This is an optimization exercise on Yosys and OpenROAD, whose aim is small area, not a production implementation.
Only simulation tests tie the RTL to the original design; equivalence was not proved.
Power figures rest on the tool's default switching activity, not on a simulated workload.

`flow/config.mk`:
```
export PLATFORM = sky130hd
export DESIGN_NAME = snn_top
export DESIGN_NICKNAME = snn_top
export VERILOG_FILES = /design/flow/design.v
export SDC_FILE = /design/flow/constraint.sdc
export NUM_CORES = 4
export LEC_CHECK = 0
export CAP_MARGIN = 20
export CORE_MARGIN = 2
export CORE_UTILIZATION = 40
export SLEW_MARGIN = 20
```
`flow/constraint.sdc`:
```
create_clock -name core_clock -period 14.0 [get_ports {clk}]
set_input_delay 2.8000 -clock core_clock [delete_from_list [all_inputs] [get_ports {clk}]]
set_output_delay 2.8000 -clock core_clock [all_outputs]
set_load 0.01 [all_outputs]
```
`flow/design.v`:
```
module snn_top #(
parameter ACT_PER_ADDR = 1,
parameter BW_PER_ACT = 1
)
(
    input                  clk,           
    input                  srstn,         
    input                  encode_input,  
    input                  en_compute_FC1,  
    input                  en_compute_FC2,  
    output sram_wen_a,
    output sram_wen_b,
    output [20:0] sram_addr_a,
    output [9:0] sram_addr_b,
    input [ACT_PER_ADDR*BW_PER_ACT-1:0] sram_rdata_a,
    input [ACT_PER_ADDR*BW_PER_ACT-1:0] sram_rdata_b,
    output [ACT_PER_ADDR*BW_PER_ACT-1:0] sram_wdata_a,
    output [ACT_PER_ADDR*BW_PER_ACT-1:0] sram_wdata_b,
    input [17:0]                              sram_raddr_weight,  
    input [7:0]                               sram_rdata_weight,  
    output                                    en_compute_FC1_finish,
    output                                    en_compute_FC2_finish
);
localparam NW = 99;             
reg  [5*NW-1:0] ring;           
wire [4:0] r_out1 = ring[5*98 +: 5];    
wire [4:0] r_out2 = ring[5*8 +: 5];     
wire       b5_out2 = ring[5*17];        
wire       b6_out2 = ring[5*17+1];      
reg        done1;               
reg        done2;
reg        fc2_go;              
reg [9:0]  i;                   
reg [11:0] z;                   
reg [8:0]  b;                   
reg [3:0]  m;                   
reg        wen_b_r;
reg        d5;                  
reg        d6;                  
reg        h;                   
reg signed [17:0] acc;
wire l2     = done1;
wire active = l2 ? (fc2_go & ~done2) : en_compute_FC1;
wire last   = active & (l2 ? (i == 10'd99) : (i == 10'd783));
wire gate = l2 ? sram_rdata_a[0] : encode_input;
wire signed [17:0] wg = gate ? {{10{sram_rdata_weight[7]}}, sram_rdata_weight} : 18'sd0;
wire signed [17:0] s = acc + wg;
wire spike = l2 ? (s >= 18'sd182) : (s >= 18'sd136);
wire low   = (s <= 18'sd1);
wire [6:0] nv = spike ? (l2 ? 7'd91 : 7'd68) : (low ? 7'd0 : s[7:1]);
wire t0n = ~srstn | (l2 ? (b <= 9'd9) : (z <= 12'd99));
wire [4:0] fb  = l2 ? r_out2 : r_out1;
wire       fb5 = l2 ? b5_out2 : h;
wire       fb6 = l2 ? b6_out2 : sram_rdata_a[0];
wire [6:0] init = t0n ? 7'd0 : {fb6, fb5, fb};
wire load = ~srstn | ~active | last;
always @(posedge clk)
    acc <= load ? {11'd0, init} : s;
wire [4:0] r0_in  = last ? nv[4:0] : fb;
wire       r9a_in = l2 ? (last ? nv[5] : b5_out2) : ring[5*8];
wire       r9b_in = l2 ? (last ? nv[6] : b6_out2) : ring[5*8+1];
wire       t34    = (z >= 12'd3401);        
always @(posedge clk)
begin
    ring <= {ring[5*NW-6:5*8+2], r9b_in, r9a_in, ring[5*8-1:0], r0_in};
    if (last)
    begin
        d5 <= (l2 | t34) ? spike : nv[5];
        d6 <= nv[6];
    end
    if (i == 10'd782)
        h <= sram_rdata_a[0];
end
always @(posedge clk)
begin
    if (!srstn)
    begin
        done1 <= 0;
        done2 <= 0;
        fc2_go <= 0;
        i <= 0;
        z <= 0;
        b <= 1;
        m <= 0;
        wen_b_r <= 1;
    end
    else
    begin
        fc2_go <= en_compute_FC2;
        i <= (active & ~last) ? i + 10'd1 : 10'd0;
        wen_b_r <= ~(last & l2);
        if (!l2)
        begin
            if (active && i == 10'd2)
            begin
                z <= z + 12'd1;
                if (z == 12'd3500)
                    done1 <= 1;
            end
        end
        else
        begin
            if (!en_compute_FC2)
                z <= 12'd1;
            else if (!done2)
                z <= z + ((i == 10'd98 && !(m[3] && m[0])) ? 12'hF9D : 12'd1);   
            if (last)
                m <= (m[3] && m[0]) ? 4'd0 : m + 4'd1;
            if (!wen_b_r)
            begin
                b <= b + 9'd1;
                if (b == 9'd350)
                    done2 <= 1;
            end
        end
    end
end
wire c0 = (i == 10'd0), c1 = (i == 10'd1), c2 = (i == 10'd2);
wire c781 = (i == 10'd781), c782 = (i == 10'd782);
wire wr_s  = c0 & (z >= 12'd100) & (z <= 12'd3499);
wire wr_b5 = c1 & (z != 12'd0);
wire wr_b6 = c2 & (z != 12'd0) & (z <= 12'd3400);
wire [11:0] aoff = done1       ? 12'd0 :
                   (c0 | c781) ? 12'hF9D :       
                   c2          ? 12'd100 :
                   c782        ? 12'd1 : 12'd0;
assign sram_wen_a   = ~(~done1 & (wr_s | wr_b5 | wr_b6));
assign sram_addr_a  = {9'd0, z + aoff};
assign sram_wdata_a = c0 ? (acc[6:0] == 7'd68) : (c1 ? d5 : d6);
assign sram_wen_b   = wen_b_r;
assign sram_addr_b  = {1'b0, b};
assign sram_wdata_b = d5;
assign en_compute_FC1_finish = done1;
assign en_compute_FC2_finish = done2;
endmodule
```
`flow/flow/run.sh`:
```
#!/bin/bash
# Standard layout (the standard.sh: standard synthesis and ORFS steps) with CTS and
# port-buffer options changed:
#  - CTS: clock buffers up to clkbuf_8, sink clusters of up to 16 flip-flops within 80 um,
#    and no dummy loads on the leaf nets;
#  - port buffers: sky130_fd_sc_hd__buf_1 instead of the flow's default pick.
# All of make's output goes to flow_make.log in the work folder (ORFS's per-step logs are
# under orfs/logs/).
set -euo pipefail
export CTS_ARGS="-sink_clustering_enable -repair_clock_nets -dont_use_dummy_load -sink_clustering_size 16 -sink_clustering_max_diameter 80 -buf_list {sky130_fd_sc_hd__clkbuf_1 sky130_fd_sc_hd__clkbuf_2 sky130_fd_sc_hd__clkbuf_4 sky130_fd_sc_hd__clkbuf_8}"
export BUFFER_PORTS_ARGS="-buffer_cell sky130_fd_sc_hd__buf_1"
bash standard.sh > flow_make.log 2>&1
```
`flow/standard.sh`:
```
#!/bin/bash
# synth_recipe.tcl (not shown) runs the flow's synth.tcl, then flattens the netlist and writes it again
# the make line also repeats each setting of config.mk as NAME=value (left out here)
make -C /OpenROAD-flow-scripts/flow DESIGN_CONFIG=/design/flow/config.mk WORK_HOME=/design/flow/orfs CLKGATE_MAP_FILE= SYNTH_SCRIPT=/design/flow/synth_recipe.tcl "${@:-finish}"
```
==> impl_metrics.yaml, run 1 <==
die:
  die_h_um: 196.5
  die_w_um: 196.5
  core_area_um2: 36520
  initial_utilization_pct: 40.58
  num_rows: 70
  ios: 70
  die_area_um2: 38610
final_layout:
  postLayoutCoreUtil_pct: 43.78
  fin_area_um2: 15990
  layout.nets: 1260
  final_cells: 1654
  area_growth_pct: 7.876
  layout-drive-gt1-share_pct: 5.396
  num_antenna_cells: 0
synth:
  yosysTopAreaCellShare_pct: 74.56
  netlist_instances: 1131
  ys_warn_count: 1
  synth_edf_count: 3
  synth_top_area_cell: "dfxtp_1"
  yosysSeqAreaShare_pct: 75.16
  synth_ff_type: "dfxtp_1"
  synth-seq-cells: 555
  syn_area_um2: 14820
  netlist_top_cells_area: "dfxtp_1 75%, ha_1 3.2%, nor2_1 1.9%"
  async_flop_share_pct: 0
  synth_common_cells: "552 x dfxtp_1, 75 x nor2_1, 48 x a21oi_1"
  ys_types: 75
  yosysMostFrequentCell: "dfxtp_1"
  postSynthAreaPerCell_um2: 13.10
clock_network:
  postCtsHoldBufs: 0
  clk_pin_slew_ns: 0.11
  clock-sinks: 555
  htree_levels: 2
  cts_tree: "done"
  post_cts_buffers: 0
  cts-root-buf: "clkbuf_8"
  clock_latency_ns: 0.56
  cts_buffers: 41
  clockBufferDepth: 3
  cts_resized: 0
setup_path:
  cp_top_family: "simple AND/OR/NAND/NOR gates"
  path_max_fanout: 7
  required_ns: 11.20
  r2r_setup_slack_ns: 9.11
  worstRegToRegCells: 15
  crit_path_frequent_cell: "a21oi_1"
  r2r-end: "ring[2]"
  arrival_ns: 4.33
  endpoint: "sram_addr_a[10]"
  worst_setup_path_start_kind: "flop"
  worstSetupEndpointType: "output port"
  crit_buf_inv: 1
  crit_chain: "nor4_1 -> and3_1 -> a32oi_1 -> nor2_1 -> ha_1 -> a21oi_1 -> o21bai_1 -> a21oi_1 -> nor2b_1 -> o21a_1 -> o21ai_0 -> nand2b_1 -> a21oi_1 -> xnor2_1 -> buf_1"
  startpoint: "i[8]"
  critPathKind: "flop to output port"
  slowest_stage: "nor2_1"
  cpPeakStageDelay_ns: 0.54
  cp.depth: 15
  r2r-start: "done1"
pwr:
  vdd_ir_drop_max_mv: 0.08015
  combPwrFrac_pct: 2.6
  switching_share_pct: 20.37
  p_leak_nw: 6.218
  power_mw: 2.346
  clock_power_share_pct: 29.8
  cellPowerDensity_nw_per_um2: 146.7
  p_seq_share_pct: 67.6
  power.internal_mw: 1.868
  p_switching_mw: 0.4780
routing:
  routed_via_density: 4.614
  ant_nets: 0
  avgRoutedWirePerCell_um: 13.49
  drc: 0
  drtIter0Drc: 406
  wl_um: 22320
  drt_pre_antenna_iters: 5
  vias: 7631
timing:
  setup_viol_count_final: 0
  whs_ns: 0.2700
  maxSlewViolCount: 0
  maxSlewHeadroom_pct: 39.94
  max_freq_mhz: 140.3
  period_share_pct: 50.91
  rsz0062_at_grt: "false"
  totalNegativeSetupSlack_ns: 0
  tightest_slew_ns: 0.8954
  min_period_ns: 7.127
  hold_viol_final: 0
  fin_ws_ns: 6.873
  fin_skew_ns: 0.05763
place:
  gp_congestion: 0.8927
  place_area_um2: 15420
  pre_cts_ws_ns: 7.337
  io_buffers: 40
  dpl.hpwl_um: 14040
  place_inst: 1613
global_route:
  grt_use_total_pct: 11.63
  grt_overflow: 0
  grt_pass1_vias: 7257
  grt_pass1_wl_um: 36760
  grt_max_degree: 27
  grt_antenna_before_repair: 0
job:
  max-cap-violations: 0
hold_path:
  min_from: "ring[12]"
  hold_class: "flop to flop"
status:
  status: "timing/DRC/antenna clean"
==> routing by layer <==
metal / vias up / GRT usage [%] / wire length, µm
met5: - / 0 / 0
met4: 0 / 3.535 / 438
met3: 35 / 2.584 / 1182
met2: 156 / 16.73 / 8979
met1: 3575 / 17.37 / 11720
li1: 3865 / - / -
==> layout make-up <==
class	instances	area, µm²
timing repair buffer	44	187.7
sequential	555	11140
multi-input combinational	515	3391
tap	468	585.6
inverter	31	118.9
fill	3339	20530
clock buffer	41	564.3
==> worst min path at each step <==
| stage | cells past startpoint | end | slack [ns] |
|---|---|---|---|
| global route | 0 | ring[17] | 0.26 |
| finish | 0 | ring[17] | 0.27 |
| CTS | 0 | ring[17] | 0.27 |
| floorplan | 0 | ring[100] | 0.31 |
| global placement | 0 | ring[42] | 0.31 |
| detailed placement | 0 | ring[157] | 0.31 |
==> cell usage in the layout, fill, tap and decap left out, drive strengths merged, types with 28 or more instances in the layout <==
cell type and n:
a21oi 50, buf 44, clkbuf 41, dfxtp 552, ha 38, inv 30
nand2 48, nand3 28, nor2 75, o21ai 34
==> kinds of logic after synthesis <==
| kind of cell | count (synthesis) | synth area share [%] |
|---|---|---|
| AO/OA/AOI/OAI | 166 | 7.235 |
| XOR/XNOR | 50 | 2.955 |
| adder cells (fa/ha/maj) | 39 | 3.343 |
| buffers and inverters | 70 | 2.186 |
| flip-flops | 555 | 75.16 |
| multiplexers | 13 | 1.005 |
| other | 1 | 0.02530 |
| AND/OR/NAND/NOR | 237 | 8.087 |
==> sequential cells by signal, indices dropped and copies added (netlist names), 4 cells and up <==
signal,cells
b,9
i,10
ring,495
z,12
acc,18
m,4
==> power groups by stage <==
stage          sequential, mW  clock, mW  combinational, mW
6_report                 1.59      0.699             0.0614
5_1_grt                  1.59      0.791             0.0681
4_1_cts                  1.59      0.735             0.0616
3_5_place_dp             1.62          0             0.0612
3_3_place_gp             1.62          0             0.0601
2_1_floorplan            1.62          0             0.0498
==> run 2: changes to the inputs <==
--- a/flow/config.mk
+++ b/flow/config.mk
@@ -6,6 +6,8 @@
 export NUM_CORES = 4
 export LEC_CHECK = 0
+export ABC_AREA = 1
 export CAP_MARGIN = 20
 export CORE_MARGIN = 2
-export CORE_UTILIZATION = 40
+export CORE_UTILIZATION = 65
+export PLACE_DENSITY = 0.8
 export SLEW_MARGIN = 20
==> run 2 against run 1 <==
Compared with the run above: routed wire length is 7.7% higher; register-to-register slack better by 0.76 ns; worst setup slack better by 0.16 ns; clock power is 1% lower; flip-flop and latch count unchanged; core utilization grew 27 points; sequential share of layout area shrank 0.86 points; worst hold slack improved by 0.043 ns; global-route usage rose by 8.6 points; maximum frequency is 2.3% higher; largest power group unchanged.
==> impl_metrics.yaml, run 2 <==
status:
  status: "timing/DRC/antenna clean"
synth:
  synth_top_family_by_area: "simple AND/OR/NAND/NOR gates"
  yosysSeqAreaShare_pct: 73.31
  async_flop_share_pct: 0
  synth-seq-cells: 555
  ys_types: 55
  yosysMostFrequentCell: "dfxtp_1"
  synth_top_area_cell: "dfxtp_1"
  synth_fa_ha_area_share_pct: 3.261
  postSynthAreaPerCell_um2: 11.62
  netlist_instances: 1308
  synth_common_cells: "552 x dfxtp_1, 182 x nand2_1, 127 x inv_1"
  ys_warn_count: 1
  yosysTopAreaCellShare_pct: 72.72
  synth_edf_count: 3
  netlist_top_cells_area: "dfxtp_1 73%, nand2_1 4.5%, inv_1 3.1%"
  synth_compound_area_share_pct: 5.336
  synth_xor_area_share_pct: 1.441
  synthSimpleGateAreaFrac_pct: 11.96
  synth_ff_type: "dfxtp_1"
  synthMuxAreaShare_pct: 0.3294
  syn_area_um2: 15200
timing:
  hold_viol_final: 0
  tightest_slew_ns: 0.8819
  totalNegativeSetupSlack_ns: 0
  max_freq_mhz: 143.5
  rsz0062_at_grt: "false"
  period_share_pct: 49.76
  fin_skew_ns: 0.03130
  setup_viol_count_final: 0
  min_period_ns: 6.967
  maxSlewHeadroom_pct: 41.21
  maxSlewViolCount: 0
routing:
  drt_pre_antenna_iters: 5
  ant_nets: 0
  wl_um: 24030
  routed_via_density: 4.975
  avgRoutedWirePerCell_um: 14.23
  vias: 8402
  drtIter0Drc: 578
  drc: 0
die:
  num_rows: 55
  ios: 70
  die_h_um: 156.9
  die_area_um2: 24620
  die_w_um: 156.9
  core_area_um2: 22780
  initial_utilization_pct: 66.71
global_route:
  grt_pass1_wl_um: 39590
  grt_use_total_pct: 20.20
  grt_overflow: 0
  grt_pass1_vias: 8116
  grt_max_degree: 28
  grt_antenna_before_repair: 0
setup_path:
  crit_path_frequent_cell: "nand2_1"
  worstRegToRegCells: 23
  endpoint: "sram_addr_a[11]"
  path_max_fanout: 6
  r2r-end: "ring[0]"
  slowest_stage: "dfxtp_1"
  cpPeakStageDelay_ns: 0.36
  required_ns: 11.20
  cp.depth: 21
  r2r_setup_slack_ns: 9.87
  arrival_ns: 4.17
  critPathKind: "flop to output port"
  r2r-start: "done1"
  crit_chain: "nor2_1 -> nand2_1 -> nor2_1 -> nand3_1 -> o21ai_0 -> nand2_1 -> inv_1 -> ha_1 -> a21oi_1 -> o21bai_1 -> nand2_1 -> nand2_1 -> a21oi_1 -> nor2_1 -> o21ai_0 -> nand2_1 -> nand2_1 -> nand2_1 -> a21oi_1 -> xor2_1 -> buf_1"
  startpoint: "i[7]"
  cp_top_family: "simple AND/OR/NAND/NOR gates"
  crit_buf_inv: 2
  worst_setup_path_start_kind: "flop"
  worstSetupEndpointType: "output port"
final_layout:
  top_register: "ring"
  num_antenna_cells: 0
  fin_area_um2: 16190
  final_cells: 1689
  largest_registers: "ring: 495 flops, acc: 18 flops, z: 12 flops"
  postLayoutCoreUtil_pct: 71.06
  layout.nets: 1450
  largest_register_ffs: 495
  final_cell_mix: "552 x dfxtp_1, 182 x nand2_1, 127 x inv_1, 87 x nor2_1, 54 x nand3_1"
  area_growth_pct: 6.521
  final_common_cell: "dfxtp_1"
  layout-drive-gt1-share_pct: 5.814
clock_network:
  cts_buffers: 40
  cts_tree: "done"
  clock_latency_ns: 0.55
  cts_resized: 0
  postCtsHoldBufs: 0
  htree_levels: 2
  post_cts_buffers: 0
  clockBufferDepth: 3
  clk_pin_slew_ns: 0.11
  cts-root-buf: "clkbuf_8"
  clock-sinks: 555
place:
  dpl.hpwl_um: 15550
  gp_congestion: 0.8592
  io_buffers: 40
  place_area_um2: 15630
  place_inst: 1649
job:
  max-cap-violations: 0
hold_path:
  min_from: "ring[200]"
  hold_class: "flop to flop"
pwr:
  cellPowerDensity_nw_per_um2: 145.5
  vdd_ir_drop_max_mv: 0.1198
  p_leak_nw: 6.887
run 2: cell count changes in the layout (fill, tap and decap cells not counted), moves of 10 or more:
cell / previous run / this run
and2_1: 16 / 0
and3_1: 11 / 1
inv_1: 29 / 127
nand2_1: 47 / 182
nand3_1: 28 / 54
nor2_1: 75 / 87
xnor2_1: 27 / 6
run 2: routing by layer:
layer | share of wire (%) | wire length, µm | GRT usage (%)
met1 | 47 | 11320 | 28.03
met2 | 45 | 10760 | 32.41
met3 | 5.3 | 1285 | 3.662
met4 | 2.8 | 665 | 6.640
met5 | 0 | 0 | 0
run 2: layout make-up:
cell class | instances | area [µm²]
Sequential cell | 555 | 11140
Fill cell | 1624 | 6591
Multi-Input combinational cell | 605 | 3433
Clock buffer | 40 | 550.5
Inverter | 134 | 505.5
Tap cell | 313 | 391.6
Timing Repair Buffer | 42 | 165.2
run 2: metrics by stage:
step                      power [mW]  hold slack [ns]  setup slack, ns
after global placement         1.700           0.3111            7.676
after CTS                      2.380           0.3141            7.021
after global routing           2.448           0.3233            6.444
after floorplan                1.685           0.3096            8.268
after detailed placement       1.702           0.3121            7.643
final                          2.356           0.3126            7.033
run 2: cell families after synthesis:
kind of cell,Yosys count
and+or+nand+nor,392
other,1
xor gates and xnor gates,25
muxes,5
DFF,555
adders and majority gates,39
buffers and inverters,157
AOI/OAI and AO/OA,134
run 2: report_power, final:
group | leakage (nW) | total (mW) | switching (mW) | internal, mW
sequential | 4.48 | 1.59 | 0.00360 | 1.58
combinational | 2.12 | 0.0800 | 0.0541 | 0.0258
clock | 0.288 | 0.690 | 0.432 | 0.258
total | 6.89 | 2.36 | 0.490 | 1.87
run 2: how the worst min path moves through the flow:
| stage | endpoint | slack, ns | cells after the start |
|---|---|---|---|
| global placement | ring[97] | 0.31 | 0 |
| global route | ring[454] | 0.32 | 0 |
| finish | ring[205] | 0.31 | 0 |
| floorplan | ring[100] | 0.31 | 0 |
| CTS | ring[305] | 0.31 | 0 |
| detailed placement | ring[368] | 0.31 | 0 |
==> run 3: changes to the inputs <==
--- a/flow/config.mk
+++ b/flow/config.mk
@@ -6,5 +6,4 @@
 export NUM_CORES = 4
 export LEC_CHECK = 0
-export ABC_AREA = 1
 export CAP_MARGIN = 20
 export CORE_MARGIN = 2
==> run 3 against run 2 <==
Compared with the run above: still clean on timing, DRC and antenna; synthesized area fell by 2.5%; synthesized cell count fell by 14%; global-route usage fell by 0.87 points; count of clock-buffer cells in the layout did not move; cell area fell by 2.8%; clock power fell by 1%; core utilization fell by 1.1 points; first-iteration DRC count fell by 2.4%; worst hold slack got worse by 0.022 ns; highest routed layer unchanged.
==> impl_metrics.yaml, run 3 <==
status:
  status: "timing/DRC/antenna clean"
final_layout:
  top_register: "ring"
  regArea_um2: 11140
  fin_area_um2: 15730
  final_cell_mix: "551 x dfxtp_1, 75 x nor2_1, 48 x a21oi_1, 47 x nand2_1"
  layout-drive-gt1-share_pct: 5.236
  multi_input_area_um2: 3391
  final_common_cell: "dfxtp_1"
  largest_register_ffs: 495
  layout.nets: 1258
  area_growth_pct: 6.154
  nFillCells: 1535
  largest_registers: "ring: 495 flops, acc: 18 flops, z: 12 flops"
place:
  gp_congestion: 0.8753
  dpl.hpwl_um: 14780
  io_buffers: 40
  pre_cts_ws_ns: 7.198
  place_area_um2: 15180
synth:
  yosysSeqAreaShare_pct: 75.16
  netlist_top_cells_area: "dfxtp_1 75%, ha_1 3.2%, nor2_1 1.9%"
  netlist_instances: 1131
  ys_warn_count: 1
  syn_area_um2: 14820
  postSynthAreaPerCell_um2: 13.10
  yosysMostFrequentCell: "dfxtp_1"
  ys_types: 75
  synth-seq-cells: 555
  async_flop_share_pct: 0
  yosysTopAreaCellShare_pct: 74.56
  synth_top_area_cell: "dfxtp_1"
  synth_common_cells: "552 x dfxtp_1, 75 x nor2_1, 48 x a21oi_1"
  synth_ff_type: "dfxtp_1"
  synth_edf_count: 3
global_route:
  grt_pass1_vias: 7583
  grt_use_total_pct: 19.33
  grt_antenna_before_repair: 1
  grt_pass1_wl_um: 37430
  grt_overflow: 0
  grt_max_degree: 40
die:
  die_area_um2: 24030
  die_w_um: 155.0
  die_h_um: 155.0
  ios: 70
  core_area_um2: 22500
  num_rows: 55
  initial_utilization_pct: 65.87
routing:
  vias: 7759
  wl_um: 22700
  drc: 0
  ant_nets: 0
  drtIter0Drc: 564
  drt_pre_antenna_iters: 5
  routed_via_density: 5.278
  avgRoutedWirePerCell_um: 15.44
timing:
  min_period_ns: 7.011
  setup_viol_count_final: 0
  tightest_slew_ns: 0.7569
  maxSlewViolCount: 0
  period_share_pct: 50.08
  rsz0062_at_grt: "false"
  maxSlewHeadroom_pct: 49.23
  max_freq_mhz: 142.6
  totalNegativeSetupSlack_ns: 0
  hold_viol_final: 0
  fin_ws_ns: 6.989
  fin_skew_ns: 0.05563
clock_network:
  htree_levels: 2
  clock_latency_ns: 0.56
  post_cts_buffers: 0
  clk_pin_slew_ns: 0.10
  cts_tree: "done"
  cts_resized: 0
  clockBufferDepth: 3
  cts_buffers: 40
  postCtsHoldBufs: 0
  clock-sinks: 555
  cts-root-buf: "clkbuf_8"
pwr:
  clock_power_share_pct: 29.2
  power_mw: 2.327
  p_switching_mw: 0.4657
  p_leak_nw: 6.203
  switching_share_pct: 20.01
  cellPowerDensity_nw_per_um2: 147.9
  combPwrFrac_pct: 2.6
  p_seq_share_pct: 68.1
  vdd_ir_drop_max_mv: 0.1174
  power.internal_mw: 1.861
setup_path:
  slowest_stage: "nor2_1"
  arrival_ns: 4.21
  worstSetupEndpointType: "output port"
  cpPeakStageDelay_ns: 0.46
  required_ns: 11.20
  worst_setup_path_start_kind: "flop"
  critPathKind: "flop to output port"
  crit_chain: "nor4_1 -> and3_1 -> a32oi_1 -> nor2_1 -> ha_1 -> a21oi_1 -> o21bai_1 -> a21oi_1 -> nor2b_1 -> o21a_1 -> o21ai_0 -> nand2b_1 -> a21oi_1 -> xnor2_1 -> buf_1"
  crit_path_frequent_cell: "a21oi_1"
  path_max_fanout: 7
job:
  max-cap-violations: 0
hold_path:
  hold_class: "flop to flop"
-- run 3: logic make-up after synthesis --
group	share of synthesized area (%)
AO/OA/AOI/OAI	7.235
XOR/XNOR	2.955
adder cells (fa/ha/maj)	3.343
buffers and inverters	2.186
flip-flops	75.16
multiplexers	1.005
other	0.02530
AND/OR/NAND/NOR	8.087
-- run 3: worst paths after layout --
check / start / to / slack [ns] / cells past startpoint
hold reg to reg: ring[5] / ring[10] / 0.29 / 0
hold / removal: ring[5] / ring[10] / 0.29 / 0
setup reg to reg: done1 / ring[2] / 9.19 / 15
setup / recovery: i[8] / sram_addr_a[10] / 6.99 / 15
-- run 3: critical path, delay by kind of cell, from the launching register on --
kind | cells | cell delay, ns
AOI/OAI and AO/OA | 7 | 1.30
xor gates and xnor gates | 1 | 0.17
adders and majority gates | 1 | 0.36
buffers and inverters | 1 | 0.18
DFF | 1 | 0.36
and+or+nand+nor | 5 | 1.32
-- run 3: layout make-up --
cell class	count	share of cell area, %
Antenna cell	1	0.01590
Clock buffer	40	3.499
Inverter	31	0.7555
Multi-Input combinational cell	515	21.55
Sequential cell	555	70.82
Tap cell	285	2.266
Timing Repair Buffer	43	1.097
-- run 3: power groups by stage --
stage | Clock (mW) | Sequential [mW] | Combinational, mW
detailed placement | 0 | 1.62 | 0.0614
global placement | 0 | 1.62 | 0.0603
CTS | 0.706 | 1.59 | 0.0617
floorplan | 0 | 1.62 | 0.0498
global route | 0.762 | 1.59 | 0.0683
finish | 0.680 | 1.59 | 0.0616
-- run 3: per-stage QoR --
| stage | hold WS [ns] | utilization, % | std cells |
|---|---|---|---|
| CTS | 0.2779 | 69.91 | 1469 |
| global route | 0.2841 | 69.91 | 1469 |
| global placement | 0.3102 | 67.46 | 1429 |
| finish | 0.2906 | 69.92 | 1470 |
| detailed placement | 0.3121 | 67.46 | 1429 |
| floorplan | 0.3096 | - | 1140 |
-- run 3: routing by layer --
layer  wire (µm)  track usage (%)  share of wire [%]  vias to the layer above
met5           0                0                  0                        -
met4         647            6.878                2.8                        0
met3        1345            4.150                5.9                       54
met2       10040            29.90                 44                      189
met1       10670            27.19                 47                     3638
li1            -                -                  -                     3878
==> run 4: changes to the inputs <==
==> flow/flow/run.sh (replaced) <==
#!/bin/bash
# Standard layout (the standard.sh: standard synthesis and ORFS steps) with these
# options changed:
#  - CTS: clock buffers up to clkbuf_8, sink clusters of up to 16 flip-flops within 80 um,
#    and no dummy loads on the leaf nets;
#  - port buffers: sky130_fd_sc_hd__buf_1 instead of the flow's default pick;
#  - the buffers ABC inserts are removed at floorplan (REMOVE_ABC_BUFFERS);
#  - after global routing, cells on paths with slack are downsized (RECOVER_POWER).
# All of make's output goes to flow_make.log in the work folder (ORFS's per-step logs are
# under orfs/logs/).
set -euo pipefail
export CTS_ARGS="-sink_clustering_enable -repair_clock_nets -dont_use_dummy_load -sink_clustering_size 16 -sink_clustering_max_diameter 80 -buf_list {sky130_fd_sc_hd__clkbuf_1 sky130_fd_sc_hd__clkbuf_2 sky130_fd_sc_hd__clkbuf_4 sky130_fd_sc_hd__clkbuf_8}"
export BUFFER_PORTS_ARGS="-buffer_cell sky130_fd_sc_hd__buf_1"
export REMOVE_ABC_BUFFERS=1
export RECOVER_POWER=100
bash standard.sh > flow_make.log 2>&1
==> run 4 against run 3 <==
Compared with the run above: global-route usage barely moved; cell area fell by 0.21%; first-iteration DRC count fell by 16%; critical path depth did not move; worst hold slack barely moved; clock skew fell by 0.0026 ns; register-to-register slack got worse by 0.99 ns; routed wire length fell by 1.4%; maximum frequency fell by 2.0%; synthesized area did not move; core utilization fell by 0.15 points; critical path type unchanged; largest cell class unchanged; highest routed layer unchanged.
==> impl_metrics.yaml, run 4 <==
final_layout:
  top_register: "ring"
  final_cells: 1469
  largest_register_ffs: 495
  layout.nets: 1258
  area_growth_pct: 5.926
  final_common_cell: "dfxtp_1"
  final_cell_mix: "552 x dfxtp_1, 75 x nor2_1, 48 x a21oi_1, 47 x nand2_1, 40 x clkbuf_8"
  layout-drive-gt1-share_pct: 4.814
  largest_registers: "ring: 495 flops, acc: 18 flops, z: 12 flops"
  num_antenna_cells: 0
synth:
  yosysMostFrequentCell: "dfxtp_1"
  netlist_instances: 1131
  synth-seq-cells: 555
  synth_ff_type: "dfxtp_1"
  ys_warn_count: 1
  async_flop_share_pct: 0
  netlist_top_cells_area: "dfxtp_1 75%, ha_1 3.2%, nor2_1 1.9%"
  syn_area_um2: 14820
  synth_top_area_cell: "dfxtp_1"
  ys_types: 75
  synth_edf_count: 3
  yosysSeqAreaShare_pct: 75.16
  postSynthAreaPerCell_um2: 13.10
  yosysTopAreaCellShare_pct: 74.56
  synth_common_cells: "552 x dfxtp_1, 75 x nor2_1, 48 x a21oi_1"
timing:
  period_share_pct: 51.10
  max_freq_mhz: 139.8
  totalNegativeSetupSlack_ns: 0
  rsz0062_at_grt: "false"
  setup_viol_count_final: 0
  hold_viol_final: 0
  maxSlewViolCount: 0
  min_period_ns: 7.153
  tightest_slew_ns: 1.205
  maxSlewHeadroom_pct: 19.66
  fin_skew_ns: 0.05307
  fin_ws_ns: 6.847
global_route:
  grt_overflow: 0
  grt_use_total_pct: 19.32
  use_met2_pct: 30.52
  grt_pass1_wl_um: 37560
  grt_pass1_vias: 7566
  grt_max_degree: 28
  busiest_layer: "met2"
  grt_antenna_before_repair: 0
  use_met3_pct: 3.538
  use_met1_pct: 27.42
routing:
  drc: 0
  drtIter0Drc: 476
  avgRoutedWirePerCell_um: 15.23
  wl_um: 22380
  vias: 7688
  ant_nets: 0
  routed_via_density: 5.233
  drt_pre_antenna_iters: 5
clock_network:
  htree_levels: 2
  clock-sinks: 555
  clock_latency_ns: 0.55
  cts_resized: 0
  post_cts_buffers: 0
  cts_buffers: 40
  postCtsHoldBufs: 0
  cts_tree: "done"
  clockBufferDepth: 3
  clk_pin_slew_ns: 0.09
  cts-root-buf: "clkbuf_8"
setup_path:
  worstSetupEndpointType: "output port"
  worst_setup_path_start_kind: "flop"
  required_ns: 11.20
  critPathKind: "flop to output port"
  crit_path_frequent_cell: "a21oi_1"
  path_max_fanout: 7
  slowest_stage: "nor2_1"
  arrival_ns: 4.35
  r2r_setup_slack_ns: 8.20
  crit_chain: "nor4_1 -> and3_1 -> a32oi_1 -> nor2_1 -> ha_1 -> inv_1 -> o21bai_1 -> a21oi_1 -> o21bai_1 -> a21oi_1 -> o21ai_0 -> a21o_1 -> a21oi_1 -> xnor2_1 -> buf_1"
  cpPeakStageDelay_ns: 0.58
die:
  die_h_um: 155.0
  ios: 70
  num_rows: 55
  die_area_um2: 24030
  core_area_um2: 22500
  die_w_um: 155.0
  initial_utilization_pct: 65.87
job:
  max-cap-violations: 0
place:
  dpl.hpwl_um: 14110
  gp_congestion: 0.8704
  io_buffers: 40
  pre_cts_ws_ns: 7.277
  place_inst: 1429
pwr:
  vdd_ir_drop_max_mv: 0.1009
  p_leak_nw: 6.192
  power_mw: 2.328
  cellPowerDensity_nw_per_um2: 148.3
status:
  status: "timing/DRC/antenna clean"
hold_path:
  hold_class: "flop to flop"
## run 4: logic make-up after synthesis
logic type / count (synthesis) / share of synthesized area [%]
flops: 555 / 75.16
xor+xnor: 50 / 2.955
simple gates: 237 / 8.087
mux: 13 / 1.005
buf+inv: 70 / 2.186
fa+ha+maj: 39 / 3.343
other cells: 1 / 0.02530
compound gates: 166 / 7.235
## run 4: final timing paths
kind / start / endpoint / cells after the start
worst max-delay path: i[8] / sram_addr_a[11] / 15
worst min-delay path: ring[9] / ring[14] / 0
worst max register to register: done1 / d5 / 16
worst min register to register: ring[9] / ring[14] / 0
## run 4: metal layers
metal  share of wire (%)  vias up
li1                    -     3870
met1                  49     3588
met2                  44      189
met3                 5.3       41
met4                 1.8        0
met5                   0        -
## run 4: layout make-up
| cell class | count | area [µm²] |
|---|---|---|
| inverter | 31 | 118.9 |
| fill | 1529 | 6803 |
| sequential | 555 | 11140 |
| clock buffer | 40 | 550.5 |
| timing repair buffer | 43 | 168.9 |
| tap | 285 | 356.6 |
| multi-input combinational | 515 | 3364 |
## run 4: through the flow
step	cell area [µm²]	hold WS, ns	utilization [%]
6_report	15700	0.2910	69.77
3_3_place_gp	15180	0.3103	67.46
4_1_cts	15730	0.2761	69.91
5_1_grt	15700	0.2812	69.77
3_5_place_dp	15180	0.3121	67.46
2_1_floorplan	14650	0.3096	-
## run 4: power breakdown
group,total [mW],switching (mW),internal [mW]
Combinational,0.0585,0.0372,0.0213
Sequential,1.59,0.00373,1.58
Clock,0.684,0.427,0.258
Total,2.33,0.468,1.86
## run 4: critical path, delay by kind of cell, from the launching register on
kind / cells / cell delay, ns
compound gates: 8 / 1.42
xor+xnor: 1 / 0.17
fa+ha+maj: 1 / 0.39
buf+inv: 2 / 0.24
flops: 1 / 0.36
simple gates: 3 / 1.26

==> afterwards: timing with drivers on the ports <==
Ports are ideal in the flow. The routed layouts listed here were re-timed in OpenROAD.
Step 1 sets driving cells, clkbuf_16 on the clock port and buf_2 on the other inputs (assumed; they add their load-dependent delay and slew).
Step 2 adds t to the input delays and takes it off the output delays; t is the mean of the earliest and latest rising clock arrival at the registers after step 1. Input paths then give back, and output paths get back, about the clock's delay inside the block.
Three values: no drivers, after step 1, after step 2; two values: the first two.
| run | shift t [ns] | slack for setup (ns) | worst register clock-pin slew, ns | worst slew at a driven data input, ns | pins driven straight from the clock port |
|---|---|---|---|---|---|
| run 1 | 0.579 | 6.873 / 6.829 / 7.230 | 0.11 / 0.11 | 0.03 | 1 |
| run 2 | 0.570 | 7.033 / 6.992 / 7.562 | 0.11 / 0.11 | 0.06 | 1 |
| run 3 | 0.576 | 6.989 / 6.945 / 7.135 | 0.10 / 0.10 | 0.08 | 1 |
| run 4 | 0.566 | 6.847 / 6.807 / 6.422 | 0.10 / 0.10 | 0.08 | 1 |
After both steps every run listed still meets setup and hold. The setup slack of run 4, which loses most, moves by -0.040 ns with the drivers and by -0.425 ns with both steps.
